From an optimization exercise on the open Yosys and OpenROAD flow, aimed at small area; shortcuts taken in it are not production practice. Only simulation tests tie the RTL to the original design; equivalence was not proved. Power is estimated from default activity; no workload was simulated.

==> module physics_core, before the edit <==
module physics_core (
   input wire           aclk,
   input wire           aresetn,
   input wire [15:0]    ip_pc_paddle_1_X,
   input wire [15:0]    ip_pc_paddle_1_Y,
   input wire [15:0]    ip_pc_paddle_1_Z,
   input wire           ip_pc_paddle_1_valid,
   input wire [15:0]    ip_pc_paddle_2_X,
   input wire [15:0]    ip_pc_paddle_2_Y,
   input wire [15:0]    ip_pc_paddle_2_Z,
   input wire           ip_pc_paddle_2_valid,
   input wire [15:0]    iBall_X,
   input wire [15:0]    iBall_Y,
   input wire [15:0]    iBall_Z,
   output wire [15:0]   pc_gr_ball_X_p1,
   output wire [15:0]   pc_gr_ball_Y_p1,
   output wire [15:0]   pc_gr_ball_Z_p1,
   output wire [15:0]   pc_gr_paddle_1_X_p1,
   output wire [15:0]   pc_gr_paddle_1_Y_p1,
   output wire [15:0]   pc_gr_paddle_1_Z_p1,
   output wire [15:0]   pc_gr_paddle_2_X_p1,
   output wire [15:0]   pc_gr_paddle_2_Y_p1,
   output wire [15:0]   pc_gr_paddle_2_Z_p1
);
localparam [1:0] S_IDLE = 2'd0, S_HIT1 = 2'd1, S_HIT2 = 2'd2, S_MOVE = 2'd3;
localparam [15:0] GRAVITY = 16'd10;
function [16:0] radd;
   input [15:0] a;
   input [15:0] b;
   input        ci;
   integer i;
   reg c;
   begin
      c = ci;
      for (i = 0; i < 16; i = i + 1) begin
         radd[i] = a[i] ^ b[i] ^ c;
         c = (a[i] & b[i]) | (a[i] & c) | (b[i] & c);
      end
      radd[16] = c;
   end
endfunction
reg [15:0] p1x, p1y, p1z, p2x, p2y, p2z;
reg [15:0] bx, by, bz;
reg [15:0] ux, uy, uz;
reg [1:0]  state;
wire idle    = (state == S_IDLE);
wire hit1_st = (state == S_HIT1);
wire [15:0] nax = ~(hit1_st ? ip_pc_paddle_1_X : bx);
wire [15:0] nay = ~(hit1_st ? ip_pc_paddle_1_Y : by);
wire [15:0] naz = ~(hit1_st ? ip_pc_paddle_1_Z : bz);
wire [16:0] f1x = radd(nax, p1x, 1'b1);
wire [16:0] f1y = radd(nay, p1y, 1'b1);
wire [16:0] f1z = radd(naz, p1z, 1'b1);
wire [16:0] f2x = radd(nax, p2x, 1'b1);
wire [16:0] f2y = radd(nay, p2y, 1'b1);
wire [16:0] d2z = radd(naz, p2z, 1'b1);
wire hit1 = !f1x[16] && (f1x[15:0] >= 16'd65462) &&
            !f1y[16] && (f1y[15:0] >= 16'd65487) &&
            !f1z[16] && (f1z[15:0] == 16'd65520);
wire hit2 = !f2x[16] && (f2x[15:0] >= 16'd65462) &&
            !f2y[16] && (f2y[15:0] >= 16'd65487) &&
             d2z[16] && (d2z[15:0] == 16'd16);
wire gx = !f1x[16];
wire gy = !f1y[16];
wire gz = !f1z[16];
wire [16:0] mx = radd(f1x[15:0], GRAVITY, 1'b0);
wire [16:0] my = radd(f1y[15:0], GRAVITY, 1'b0);
wire [16:0] mz = radd(f1z[15:0], GRAVITY, 1'b0);
wire [16:0] nx = radd(nax, ux, 1'b0);
wire [16:0] ny = radd(nay, uy, 1'b0);
wire [16:0] nz = radd(naz, uz, 1'b0);
wire wall_x = (bx >= 16'd640);
wire wall_y = (by >= 16'd480) || (by == 16'd0);
wire [1:0] next_hit = hit1 ? S_HIT1 : hit2 ? S_HIT2 : S_IDLE;
always @(posedge aclk) begin
   if (!aresetn) begin
      p1x <= 16'd0; p1y <= 16'd0; p1z <= 16'd0;
      p2x <= 16'd0; p2y <= 16'd0; p2z <= 16'd0;
      state <= S_IDLE;
   end else begin
      case (state)
         S_IDLE: begin
            if (ip_pc_paddle_1_valid) begin
               p1x <= ip_pc_paddle_1_X;
               p1y <= ip_pc_paddle_1_Y;
               p1z <= ip_pc_paddle_1_Z;
            end
            if (ip_pc_paddle_2_valid) begin
               p2x <= ip_pc_paddle_2_X;
               p2y <= ip_pc_paddle_2_Y;
               p2z <= ip_pc_paddle_2_Z;
            end
            state <= next_hit;
         end
         S_HIT1: state <= S_MOVE;
         S_HIT2: state <= S_MOVE;
         S_MOVE: state <= next_hit;
      endcase
   end
end
wire move    = (state == S_MOVE);
wire c_load  = aresetn & idle;
wire c_hold  = aresetn & !idle & !move;
wire c_mx    = aresetn & move & !wall_x;              
wire c_my    = aresetn & move & !(!wall_x && wall_y);  
wire c_mz    = aresetn & move;
wire c_wx    = aresetn & move & wall_x;                
wire c_wy    = aresetn & move & !wall_x && wall_y;     
always @(posedge aclk) begin
   bx <= ({16{c_load}} & iBall_X) | ({16{c_mx}} & ~nx[15:0]) | ({16{c_hold}} & bx) | ({16{c_wx}} & 16'd320);
   by <= ({16{c_load}} & iBall_Y) | ({16{c_my}} & ~ny[15:0]) | ({16{c_hold}} & by) | ({16{c_wy}} & 16'd240);
   bz <= ({16{c_load}} & iBall_Z) | ({16{c_mz}} & ~nz[15:0]) | ({16{c_hold}} & bz);
end
wire c_ux = hit1_st & gx;
wire c_uy = hit1_st & gy;
wire c_uz = hit1_st & gz;
always @(posedge aclk) begin
   ux <= ({16{idle}} & GRAVITY) | ({16{c_ux}} & mx[15:0]) | ({16{!idle && !c_ux}} & ux);
   uy <= ({16{idle}} & GRAVITY) | ({16{c_uy}} & my[15:0]) | ({16{!idle && !c_uy}} & uy);
   uz <= ({16{idle}} & GRAVITY) | ({16{c_uz}} & mz[15:0]) | ({16{!idle && !c_uz}} & uz);
end
assign pc_gr_ball_X_p1 = bx;
assign pc_gr_ball_Y_p1 = by;
assign pc_gr_ball_Z_p1 = bz;
assign pc_gr_paddle_1_X_p1 = p1x;
assign pc_gr_paddle_1_Y_p1 = p1y;
assign pc_gr_paddle_1_Z_p1 = p1z;
assign pc_gr_paddle_2_X_p1 = p2x;
assign pc_gr_paddle_2_Y_p1 = p2y;
assign pc_gr_paddle_2_Z_p1 = p2z;
endmodule
==> flow/config.mk <==
export PLATFORM = sky130hd
export DESIGN_NAME = physics_core
export DESIGN_NICKNAME = physics_core
export VERILOG_FILES = /design/flow/design.v
export SDC_FILE = /design/flow/constraint.sdc
export NUM_CORES = 4
export LEC_CHECK = 0
export CAP_MARGIN = 20
export CORE_MARGIN = 2
export CORE_UTILIZATION = 40
export SLEW_MARGIN = 20
==> flow/constraint.sdc <==
create_clock -name core_clock -period 10.0 [get_ports {aclk}]
set_input_delay 2.0000 -clock core_clock [delete_from_list [all_inputs] [get_ports {aclk}]]
set_output_delay 2.0000 -clock core_clock [all_outputs]
set_load 0.01 [all_outputs]
standard.sh (not shown) runs the stock make flow with config.mk's settings and CLKGATE_MAP_FILE= SYNTH_SCRIPT=/design/flow/synth_recipe.tcl, a recipe that flattens the netlist after the stock synthesis.
==> flow/flow/run.sh <==
#!/bin/bash
# Own layout flow: ORFS as the standard.sh runs it, with these changes to
# how the layout is made:
#  - synthesis maps logic with an area-oriented ABC script (flow/abc_area.script)
#    instead of ORFS's delay-oriented one;
#  - right after synthesis maps the full adders, flow/fafix.py picks each full
#    adder's polarity to save inverters (a full adder is self-dual);
#    the rest of synthesis is unchanged, so the registers, their names and
#    cells are the standard synthesis's;
#  - the port buffers are the smallest buffer cell;
#  - the clock tree uses small clock buffers; knobs in flow/knobs.sh.
# Each tool's full output goes to the ORFS logs under orfs/logs and to
# make_finish.log here.
set -euo pipefail
here=$(pwd)
rm -rf "$here/scripts_mod"
cp -r "$FLOW_HOME/scripts" "$here/scripts_mod"
cp "$here/flow/abc_area.script" "$here/scripts_mod/abc_speed.script"
python3 - "$here/scripts_mod/synth.tcl" <<'PY'
import sys
p = sys.argv[1]
s = open(p).read()
old = """  opt -fast -purge
  dont_use_after_adder_step"""
new = """  opt -fast -purge
  write_json $::env(RESULTS_DIR)/pre_fafix.json
  exec python3 $::env(FAFIX_PY) $::env(RESULTS_DIR)/pre_fafix.json $::env(RESULTS_DIR)/post_fafix.json $::env(DESIGN_NAME) >@ stdout
  delete $::env(DESIGN_NAME)
  read_json $::env(RESULTS_DIR)/post_fafix.json
  hierarchy -top $::env(DESIGN_NAME)
  opt_clean -purge
  dont_use_after_adder_step"""
assert s.count(old) == 1
open(p, 'w').write(s.replace(old, new))
PY
export FAFIX_PY="$here/flow/fafix.py"
source "$here/flow/knobs.sh"
bash standard.sh SCRIPTS_DIR="$here/scripts_mod" "${KNOBS[@]}" finish > make_finish.log 2>&1
Other scripts of this flow, unchanged in this note and not shown: flow/flow/abc_area.script, flow/flow/fafix.py, flow/flow/knobs.sh
The first run finished clean.
Next try:
--- a/flow/design.v
+++ b/flow/design.v
@@ -54,5 +54,6 @@
 wire [16:0] f2x = radd(nax, p2x, 1'b1);
 wire [16:0] f2y = radd(nay, p2y, 1'b1);
-wire [16:0] d2z = radd(naz, p2z, 1'b1);
+wire [16:0] d2z = radd({4'h0, naz[15:4]}, {4'h0, p2z[15:4]}, 1'b0);
+wire        z2_lo_eq = (p2z[3:0] == bz[3:0]);
 wire hit1 = !f1x[16] && (f1x[15:0] >= 16'd65462) &&
             !f1y[16] && (f1y[15:0] >= 16'd65487) &&
@@ -60,5 +61,5 @@
 wire hit2 = !f2x[16] && (f2x[15:0] >= 16'd65462) &&
             !f2y[16] && (f2y[15:0] >= 16'd65487) &&
-             d2z[16] && (d2z[15:0] == 16'd16);
+             z2_lo_eq && d2z[12] && (d2z[11:0] == 12'd0);
 wire gx = !f1x[16];
 wire gy = !f1y[16];
What happened: The changed run completed with no timing, DRC or antenna violations. Worst setup slack degrades by 0.31 ns. Sequential share of layout area goes up by 0.13 points. Die area goes down by 0.37%. Count of clock-buffer cells in the layout stays the same. Via count goes up by 1.4%.

========
Another version of the RTL of physics_core (not shown whole).
Size in the first run: ~910 cells after synthesis, about 290 I/O pins.
==> module physics_core, before the edit <==
module physics_core (
   input wire           aclk,
   input wire           aresetn,
   input wire [15:0]    ip_pc_paddle_1_X,
   input wire [15:0]    ip_pc_paddle_1_Y,
   input wire [15:0]    ip_pc_paddle_1_Z,
   input wire           ip_pc_paddle_1_valid,
   input wire [15:0]    ip_pc_paddle_2_X,
   input wire [15:0]    ip_pc_paddle_2_Y,
   input wire [15:0]    ip_pc_paddle_2_Z,
   input wire           ip_pc_paddle_2_valid,
   input wire [15:0]    iBall_X,
   input wire [15:0]    iBall_Y,
   input wire [15:0]    iBall_Z,
   output wire [15:0]   pc_gr_ball_X_p1,
   output wire [15:0]   pc_gr_ball_Y_p1,
   output wire [15:0]   pc_gr_ball_Z_p1,
   output wire [15:0]   pc_gr_paddle_1_X_p1,
   output wire [15:0]   pc_gr_paddle_1_Y_p1,
   output wire [15:0]   pc_gr_paddle_1_Z_p1,
   output wire [15:0]   pc_gr_paddle_2_X_p1,
   output wire [15:0]   pc_gr_paddle_2_Y_p1,
   output wire [15:0]   pc_gr_paddle_2_Z_p1
);
localparam [1:0] S_IDLE = 2'd0, S_HIT1 = 2'd3, S_HIT2 = 2'd1, S_MOVE = 2'd2;
localparam [15:0] GRAVITY = 16'd10;
function [16:0] radd;
   input [15:0] a;
   input [15:0] b;
   input        ci;
   integer i;
   reg c;
   begin
      c = ci;
      for (i = 0; i < 16; i = i + 1) begin
         radd[i] = a[i] ^ b[i] ^ c;
         c = (a[i] & b[i]) | (a[i] & c) | (b[i] & c);
      end
      radd[16] = c;
   end
endfunction
reg [15:0] p1x, p1y, p1z, p2x, p2y, p2z;
reg [15:0] bx, by, bz;
reg [15:0] ux, uy, uz;
reg [1:0]  state;
wire idle    = (state == S_IDLE);
wire hit1_st = (state == S_HIT1);
wire [15:0] nax = ~(hit1_st ? ip_pc_paddle_1_X : bx);
wire [15:0] nay = ~(hit1_st ? ip_pc_paddle_1_Y : by);
wire [15:0] naz = ~(hit1_st ? ip_pc_paddle_1_Z : bz);
wire [16:0] f1x = radd(nax, p1x, 1'b1);
wire [16:0] f1y = radd(nay, p1y, 1'b1);
wire [16:0] f1z = radd(naz, p1z, 1'b1);
wire [16:0] f2x = radd(nax, p2x, 1'b1);
wire [16:0] f2y = radd(nay, p2y, 1'b1);
wire [16:0] d2z = radd({4'h0, naz[15:4]}, {4'h0, p2z[15:4]}, 1'b0);
wire        z2_lo_eq = (p2z[3:0] == bz[3:0]);
wire hit1 = !f1x[16] && (f1x[15:0] >= 16'd65462) &&
            !f1y[16] && (f1y[15:0] >= 16'd65487) &&
            !f1z[16] && (f1z[15:0] == 16'd65520);
wire hit2 = !f2x[16] && (f2x[15:0] >= 16'd65462) &&
            !f2y[16] && (f2y[15:0] >= 16'd65487) &&
             z2_lo_eq && d2z[12] && (d2z[11:0] == 12'd0);
wire gx = !f1x[16];
wire gy = !f1y[16];
wire gz = !f1z[16];
wire [16:0] mx = radd(f1x[15:0], GRAVITY, 1'b0);
wire [16:0] my = radd(f1y[15:0], GRAVITY, 1'b0);
wire [16:0] mz = radd(f1z[15:0], GRAVITY, 1'b0);
wire [16:0] nx = radd(nax, ux, 1'b0);
wire [16:0] ny = radd(nay, uy, 1'b0);
wire [16:0] nz = radd(naz, uz, 1'b0);
wire wall_x = (bx >= 16'd640);
wire wall_y = (by >= 16'd480) || (by == 16'd0);
wire [1:0] next_hit = hit1 ? S_HIT1 : hit2 ? S_HIT2 : S_IDLE;
always @(posedge aclk) begin
   if (!aresetn) begin
      p1x <= 16'd0; p1y <= 16'd0; p1z <= 16'd0;
      p2x <= 16'd0; p2y <= 16'd0; p2z <= 16'd0;
      state <= S_IDLE;
   end else begin
      case (state)
         S_IDLE: begin
            if (ip_pc_paddle_1_valid) begin
               p1x <= ip_pc_paddle_1_X;
               p1y <= ip_pc_paddle_1_Y;
               p1z <= ip_pc_paddle_1_Z;
            end
            if (ip_pc_paddle_2_valid) begin
               p2x <= ip_pc_paddle_2_X;
               p2y <= ip_pc_paddle_2_Y;
               p2z <= ip_pc_paddle_2_Z;
            end
            state <= next_hit;
         end
         S_HIT1: state <= S_MOVE;
         S_HIT2: state <= S_MOVE;
         S_MOVE: state <= next_hit;
      endcase
   end
end
wire move    = (state == S_MOVE);
wire c_load  = aresetn & idle;
wire c_hold  = aresetn & !idle & !move;
wire c_mx    = aresetn & move & !wall_x;              
wire c_my    = aresetn & move & !(!wall_x && wall_y);  
wire c_mz    = aresetn & move;
wire c_wx    = aresetn & move & wall_x;                
wire c_wy    = aresetn & move & !wall_x && wall_y;     
always @(posedge aclk) begin
   bx <= ({16{c_load}} & iBall_X) | ({16{c_mx}} & ~nx[15:0]) | ({16{c_hold}} & bx) | ({16{c_wx}} & 16'd320);
   by <= ({16{c_load}} & iBall_Y) | ({16{c_my}} & ~ny[15:0]) | ({16{c_hold}} & by) | ({16{c_wy}} & 16'd240);
   bz <= ({16{c_load}} & iBall_Z) | ({16{c_mz}} & ~nz[15:0]) | ({16{c_hold}} & bz);
end
wire c_ux = hit1_st & gx;
wire c_uy = hit1_st & gy;
wire c_uz = hit1_st & gz;
always @(posedge aclk) begin
   ux <= ({16{idle}} & GRAVITY) | ({16{c_ux}} & mx[15:0]) | ({16{!idle && !c_ux}} & ux);
   uy <= ({16{idle}} & GRAVITY) | ({16{c_uy}} & my[15:0]) | ({16{!idle && !c_uy}} & uy);
   uz <= ({16{idle}} & GRAVITY) | ({16{c_uz}} & mz[15:0]) | ({16{!idle && !c_uz}} & uz);
end
assign pc_gr_ball_X_p1 = bx;
assign pc_gr_ball_Y_p1 = by;
assign pc_gr_ball_Z_p1 = bz;
assign pc_gr_paddle_1_X_p1 = p1x;
assign pc_gr_paddle_1_Y_p1 = p1y;
assign pc_gr_paddle_1_Z_p1 = p1z;
assign pc_gr_paddle_2_X_p1 = p2x;
assign pc_gr_paddle_2_Y_p1 = p2y;
assign pc_gr_paddle_2_Z_p1 = p2z;
endmodule
export LEC_CHECK = 0
export CAP_MARGIN = 20
export CORE_MARGIN = 2
export CORE_UTILIZATION = 40
export SLEW_MARGIN = 20
create_clock -name core_clock -period 10.0 [get_ports {aclk}]
Scripts as last shown in full above: flow/flow/run.sh
Other scripts of this flow, unchanged in this note and not shown: flow/flow/abc_area.script, flow/flow/fafix.py, flow/flow/knobs.sh
Then changed:
--- a/flow/design.v
+++ b/flow/design.v
@@ -21,9 +21,9 @@
    output wire [15:0]   pc_gr_paddle_2_X_p1,
    output wire [15:0]   pc_gr_paddle_2_Y_p1,
    output wire [15:0]   pc_gr_paddle_2_Z_p1
 );
-localparam [1:0] S_IDLE = 2'd0, S_HIT1 = 2'd3, S_HIT2 = 2'd1, S_MOVE = 2'd2;
+localparam [1:0] S_IDLE = 2'd0, S_HIT1 = 2'd1, S_HIT2 = 2'd2, S_MOVE = 2'd3;
 localparam [15:0] GRAVITY = 16'd10;
 function [16:0] radd;
    input [15:0] a;
    input [15:0] b;
@@ -52,16 +52,15 @@
 wire [16:0] f1y = radd(nay, p1y, 1'b1);
 wire [16:0] f1z = radd(naz, p1z, 1'b1);
 wire [16:0] f2x = radd(nax, p2x, 1'b1);
 wire [16:0] f2y = radd(nay, p2y, 1'b1);
-wire [16:0] d2z = radd({4'h0, naz[15:4]}, {4'h0, p2z[15:4]}, 1'b0);
-wire        z2_lo_eq = (p2z[3:0] == bz[3:0]);
+wire [16:0] d2z = radd(naz, p2z, 1'b1);
 wire hit1 = !f1x[16] && (f1x[15:0] >= 16'd65462) &&
             !f1y[16] && (f1y[15:0] >= 16'd65487) &&
             !f1z[16] && (f1z[15:0] == 16'd65520);
 wire hit2 = !f2x[16] && (f2x[15:0] >= 16'd65462) &&
             !f2y[16] && (f2y[15:0] >= 16'd65487) &&
-             z2_lo_eq && d2z[12] && (d2z[11:0] == 12'd0);
+             d2z[16] && (d2z[15:0] == 16'd16);
 wire gx = !f1x[16];
 wire gy = !f1y[16];
 wire gz = !f1z[16];
 wire [16:0] mx = radd(f1x[15:0], GRAVITY, 1'b0);
@@ -76,8 +75,9 @@
 always @(posedge aclk) begin
    if (!aresetn) begin
       p1x <= 16'd0; p1y <= 16'd0; p1z <= 16'd0;
       p2x <= 16'd0; p2y <= 16'd0; p2z <= 16'd0;
+      bx  <= 16'd0; by  <= 16'd0; bz  <= 16'd0;
       state <= S_IDLE;
    end else begin
       case (state)
          S_IDLE: begin
@@ -90,36 +90,30 @@
                p2x <= ip_pc_paddle_2_X;
                p2y <= ip_pc_paddle_2_Y;
                p2z <= ip_pc_paddle_2_Z;
             end
+            bx <= iBall_X; by <= iBall_Y; bz <= iBall_Z;
             state <= next_hit;
          end
          S_HIT1: state <= S_MOVE;
          S_HIT2: state <= S_MOVE;
-         S_MOVE: state <= next_hit;
+         S_MOVE: begin
+            bx <= wall_x ? 16'd320 : ~nx[15:0];
+            by <= (!wall_x && wall_y) ? 16'd240 : ~ny[15:0];
+            bz <= ~nz[15:0];
+            state <= next_hit;
+         end
       endcase
    end
 end
-wire move    = (state == S_MOVE);
-wire c_load  = aresetn & idle;
-wire c_hold  = aresetn & !idle & !move;
-wire c_mx    = aresetn & move & !wall_x;              
-wire c_my    = aresetn & move & !(!wall_x && wall_y);  
-wire c_mz    = aresetn & move;
-wire c_wx    = aresetn & move & wall_x;                
-wire c_wy    = aresetn & move & !wall_x && wall_y;     
 always @(posedge aclk) begin
-   bx <= ({16{c_load}} & iBall_X) | ({16{c_mx}} & ~nx[15:0]) | ({16{c_hold}} & bx) | ({16{c_wx}} & 16'd320);
-   by <= ({16{c_load}} & iBall_Y) | ({16{c_my}} & ~ny[15:0]) | ({16{c_hold}} & by) | ({16{c_wy}} & 16'd240);
-   bz <= ({16{c_load}} & iBall_Z) | ({16{c_mz}} & ~nz[15:0]) | ({16{c_hold}} & bz);
-end
-wire c_ux = hit1_st & gx;
-wire c_uy = hit1_st & gy;
-wire c_uz = hit1_st & gz;
-always @(posedge aclk) begin
-   ux <= ({16{idle}} & GRAVITY) | ({16{c_ux}} & mx[15:0]) | ({16{!idle && !c_ux}} & ux);
-   uy <= ({16{idle}} & GRAVITY) | ({16{c_uy}} & my[15:0]) | ({16{!idle && !c_uy}} & uy);
-   uz <= ({16{idle}} & GRAVITY) | ({16{c_uz}} & mz[15:0]) | ({16{!idle && !c_uz}} & uz);
+   if (idle) begin
+      ux <= GRAVITY; uy <= GRAVITY; uz <= GRAVITY;
+   end else if (hit1_st) begin
+      if (gx) ux <= mx[15:0];
+      if (gy) uy <= my[15:0];
+      if (gz) uz <= mz[15:0];
+   end
 end
 assign pc_gr_ball_X_p1 = bx;
 assign pc_gr_ball_Y_p1 = by;
 assign pc_gr_ball_Z_p1 = bz;
After rerunning:
- hold slack gets better by 0.011 ns
- area after synthesis went up by a few percent
- clock power hardly moves
- critical path depth rises by 2
- non-clock buffer count is higher by 1
- worst setup slack degrades by 0.012 ns
- utilization drops by 0.46 points
- combinational power is higher by a few percent
- global-route usage came out lower by 0.11 points
- count of clock-buffer cells in the layout is unchanged

[static timing again, ports no longer ideal]
Ports are ideal in the flow. The routed layouts listed here were re-timed in OpenROAD. Step 1 (the two cells are an assumption about what drives the block):
set clk [get_ports {aclk}]
set_driving_cell -lib_cell sky130_fd_sc_hd__clkbuf_16 $clk
set_driving_cell -lib_cell sky130_fd_sc_hd__buf_2 [delete_from_list [all_inputs] $clk]
Step 2 moves the port delays by t, midway between the first and last clock arrival at a register: inputs arrive t later, outputs are due t later. That takes back most of the time a late clock gives input paths. a / b / c = no drivers / after step 1 / after step 2; a / b = the first two.
| run | shift t [ns] | setup WS [ns] | worst setup path after step 2 |
|---|---|---|---|
| the first run of note 1 | 0.517 | 0.634 / 0.652 / 0.135 | input to register |
| the second run of note 1 | 0.495 | 0.321 / 0.338 / -0.157 | input to register |
| the first run of note 2 | 0.516 | 0.589 / 0.599 / 0.084 | input to register |
| the second run of note 2 | 0.504 | 0.577 / 0.591 / 0.087 | input to register |
With both steps, setup timing fails in the second run of note 1, where it was met with ideal ports. The setup slack of the first run of note 2, which loses most, moves by +0.010 ns with the drivers and by -0.505 ns with both steps.
